Background: an optimization exercise with open tools, aiming at small area and a short achievable clock period. Do not read the settings as production practice.
RTL that was checked went through simulation tests only; none was proved equivalent to the original.
Power and IR drop assume default switching activity.

==> module movavg, before the edit <==
module movavg(
    input logic clk,
    input logic reset,
    input logic [63:0] din,
    output logic [63:0] dout
);
   logic [63:0] s1, s2, s3;
   always_ff @(posedge clk) begin
      if (reset) begin
         s1 <= 64'h0;
         s2 <= 64'h0;
         s3 <= 64'h0;
      end else begin
         s1 <= din;
         s2 <= din + s1;
         s3 <= din + s2;
      end
   end
   assign dout = din + s3;
endmodule
clock: 7.5 ns
lec_check: 0
cap_margin: 20
core_margin: 2
core_utilization: 40
slew_margin: 20
run.sh (not shown) runs the stock make flow with config.mk's settings and CLKGATE_MAP_FILE= SYNTH_SCRIPT=/design/flow/synth_recipe.tcl, a recipe that flattens the netlist after the stock synthesis.
==> next run, changes <==
==> flow/design.v (replaced) <==
module movavg(
    input logic clk,
    input logic reset,
    input logic [63:0] din,
    output logic [63:0] dout
);
   logic [63:0] 	tap1, tap1_next;
   logic [63:0] 	tap2, tap2_next;
   logic [63:0] 	tap3, tap3_next;
   always_ff @(posedge clk) begin
      if (reset) begin
         tap1 <= 64'h0;
         tap2 <= 64'h0;
         tap3 <= 64'h0;
      end else begin
         tap1 <= tap1_next;
         tap2 <= tap2_next;
         tap3 <= tap3_next;
      end 
   end
   logic [63:0] doutreg;
   always_comb begin
      doutreg   = din + tap1 + tap2 + tap3;
      tap1_next = din;
      tap2_next = tap1;
      tap3_next = tap2;
   end
   assign dout = doutreg;
endmodule
=> The new run finished clean; die area goes down by 23%; register-to-register slack is better by 3.1 ns; clock power hardly moves; count of clock-buffer cells in the layout decreases by 1; global-route usage falls by 6.0 points; power went down by about 20%; wire length is lower by about 46%; via count drops by 38%.

* * *

Another version of the RTL of movavg (not shown whole).
For scale: ~1600 cells after synthesis, ~190 flip-flops, about 130 I/O pins, about 14000 µm² of cells after synthesis.
==> module movavg, before the edit <==
module movavg(
    input logic clk,
    input logic reset,
    input logic [63:0] din,
    output logic [63:0] dout
);
   logic [63:0] t1, t2, r, r_next;
   logic [63:0] cs_s, cs_c;
   assign dout = din + r;
   assign r_next = din + t1 + t2;
   always_ff @(posedge clk) begin
      if (reset) begin
         t1 <= 64'h0;
         t2 <= 64'h0;
         r  <= 64'h0;
      end else begin
         t1 <= din;
         t2 <= t1;
         r  <= r_next;
      end
   end
endmodule
==> flow/config.mk <==
export PLATFORM = sky130hd
export DESIGN_NAME = movavg
export DESIGN_NICKNAME = movavg
export VERILOG_FILES = /design/flow/design.v
export SDC_FILE = /design/flow/constraint.sdc
export NUM_CORES = 4
export LEC_CHECK = 0
export CAP_MARGIN = 20
export CORE_MARGIN = 2
export CORE_UTILIZATION = 40
export SETUP_SLACK_MARGIN = 1.5
export SLEW_MARGIN = 20
==> flow/constraint.sdc <==
create_clock -name core_clock -period 7.5 [get_ports {clk}]
set_input_delay 1.5000 -clock core_clock [delete_from_list [all_inputs] [get_ports {clk}]]
set_output_delay 1.5000 -clock core_clock [all_outputs]
set_load 0.01 [all_outputs]
standard.sh (not shown) runs the stock make flow with config.mk's settings and CLKGATE_MAP_FILE= SYNTH_SCRIPT=/design/flow/synth_recipe.tcl, a recipe that flattens the netlist after the stock synthesis.
==> flow/flow/run.sh <==
#!/bin/bash
set -euo pipefail
export BUFFER_PORTS_ARGS="-buffer_cell sky130_fd_sc_hd__buf_2"
bash standard.sh > standard_make.log 2>&1
Edit:
==> flow/design.v (replaced) <==
module movavg(
    input logic clk,
    input logic reset,
    input logic [63:0] din,
    output logic [63:0] dout
);
   logic [63:0] s1, s2, s3;
   always_ff @(posedge clk) begin
      if (reset) begin
         s1 <= 64'h0;
         s2 <= 64'h0;
         s3 <= 64'h0;
      end else begin
         s1 <= din;
         s2 <= din + s1;
         s3 <= din + s2;
      end
   end
   assign dout = din + s3;
endmodule
What happened: Core utilization went down by 0.75 points. Global-route usage went up by 1.5 points. Worst hold slack gets better by 110 ps. Worst setup slack is worse by 18 ps. First-iteration DRC count is higher by 89%. Clock-buffer cell count falls by 1. Cell area rose by about 13%. Die area goes up by about 14%. Final cell count increases by about 22%.
Only the layout flow was run in the first run of this note; the RTL was not checked for function there.

--- another note on this design; it stands on its own ---

==> 12-08: inputs <==
## movavg
module movavg(
    input logic clk,
    input logic reset,
    input logic [63:0] din,
    output logic [63:0] dout
);
==> flow/config.mk <==
export PLATFORM = sky130hd
export DESIGN_NAME = movavg
export DESIGN_NICKNAME = movavg
export VERILOG_FILES = /design/flow/design.v
export SDC_FILE = /design/flow/constraint.sdc
export NUM_CORES = 4
export LEC_CHECK = 0
export CAP_MARGIN = 20
export CORE_MARGIN = 2
export CORE_UTILIZATION = 40
export CTS_BUF_LIST = sky130_fd_sc_hd__clkbuf_4 sky130_fd_sc_hd__clkbuf_8
export SETUP_SLACK_MARGIN = 1.5
export SLEW_MARGIN = 20
==> flow/constraint.sdc <==
create_clock -name core_clock -period 7.5 [get_ports {clk}]
set_input_delay 1.5000 -clock core_clock [delete_from_list [all_inputs] [get_ports {clk}]]
set_output_delay 1.5000 -clock core_clock [all_outputs]
set_load 0.01 [all_outputs]
standard.sh (not shown) runs the stock make flow with config.mk's settings and CLKGATE_MAP_FILE= SYNTH_SCRIPT=/design/flow/synth_recipe.tcl, a recipe that flattens the netlist after the stock synthesis.
==> flow/flow/run.sh <==
#!/bin/bash
set -euo pipefail
export BUFFER_PORTS_ARGS="-buffer_cell sky130_fd_sc_hd__buf_2"
bash standard.sh > standard_make.log 2>&1
==> 09-28 (differences from 12-08) <==
--- a/flow/config.mk
+++ b/flow/config.mk
@@ -8,6 +8,5 @@
 export CAP_MARGIN = 20
 export CORE_MARGIN = 2
 export CORE_UTILIZATION = 40
-export CTS_BUF_LIST = sky130_fd_sc_hd__clkbuf_4 sky130_fd_sc_hd__clkbuf_8
 export SETUP_SLACK_MARGIN = 1.5
 export SLEW_MARGIN = 20
==> 04-27 (differences from 12-08) <==
--- a/flow/config.mk
+++ b/flow/config.mk
@@ -7,7 +7,8 @@
 export LEC_CHECK = 0
 export CAP_MARGIN = 20
 export CORE_MARGIN = 2
-export CORE_UTILIZATION = 40
+export CORE_UTILIZATION = 65
 export CTS_BUF_LIST = sky130_fd_sc_hd__clkbuf_4 sky130_fd_sc_hd__clkbuf_8
+export PLACE_DENSITY = 0.75
 export SETUP_SLACK_MARGIN = 1.5
 export SLEW_MARGIN = 20
==> results.txt <==
quantity	09-28	12-08	04-27
Run status	complete, no violations	complete, no violations	complete, no violations
Internal Dissipation	0.002163 W	0.001971 W	0.002015 W
Worst clock skew	0.01516 ns	0.02129 ns	0.01945 ns
Die width	179.8 um	179.8 um	141.9 um
Area of the die	32340 um^2	32340 um^2	20150 um^2
Ratio of routed vias to standard cells	4.895	4.903	5.424
Share of the clock period used by the worst path	78.26%	78.59%	77.86%
Proportion of power drawn by flip-flops and latches	34.1%	36.4%	35.8%
Hold wc startpoint	t1[23]$_SDFF_PP0_	t1[23]$_SDFF_PP0_	t1[11]$_SDFF_PP0_
Crit path arrival time	4.37 ns	4.39 ns	4.34 ns
Starting DRT DRC Count	376	349	408
Well-Tap Cells	396	396	234
Multi-input logic portion of the cell area	55.67%	56.45%	56.86%
Largest net degree at the start of global routing	134	134	109
Met3 wirelength from detailed routing	1057 um	1031 um	843 um
Switching share of power	36.71%	38.35%	38.00%
Worst-case setup margin in the final layout	1.631 ns	1.606 ns	1.660 ns
Number of ordinary and repair buffers in the finished layout	135	135	137

==> re-timing with driven ports <==
Ports are ideal in the flow. The routed layouts listed here were re-timed in OpenROAD. Step 1 sets driving cells, clkbuf_16 on the clock port and buf_2 on the other inputs (assumed; they add their load-dependent delay and slew). Step 2 adds t to the input delays and takes it off the output delays; t is the mean of the earliest and latest rising clock arrival at the registers after step 1. Input paths then give back, and output paths get back, about the clock's delay inside the block. a / b / c = no drivers / after step 1 / after step 2; a / b = the first two.
run	t (ns)	setup WS [ns]	hold slack, ns	worst register clock-pin slew, ns
the first run of note 1	0.511	0.452 / 0.432 / 0.432	0.575 / 0.575 / 0.575	0.08 / 0.08
the second run of note 1	0.499	0.141 / 0.118 / 0.118	0.451 / 0.451 / 0.451	0.08 / 0.08
the first run of note 2	0.502	1.625 / 1.604 / 1.604	0.472 / 0.472 / 0.472	0.08 / 0.08
the second run of note 2	0.522	1.607 / 1.587 / 1.587	0.579 / 0.579 / 0.579	0.08 / 0.08
12-08	0.516	1.606 / 1.586 / 1.586	0.455 / 0.455 / 0.455	0.11 / 0.11
09-28	0.484	1.631 / 1.597 / 1.597	0.464 / 0.464 / 0.464	0.08 / 0.08
04-27	0.507	1.660 / 1.639 / 1.639	0.471 / 0.471 / 0.471	0.11 / 0.11
After both steps every run listed still meets setup and hold. The setup slack of 09-28, which loses most, moves by -0.034 ns with the drivers and by -0.034 ns with both steps.
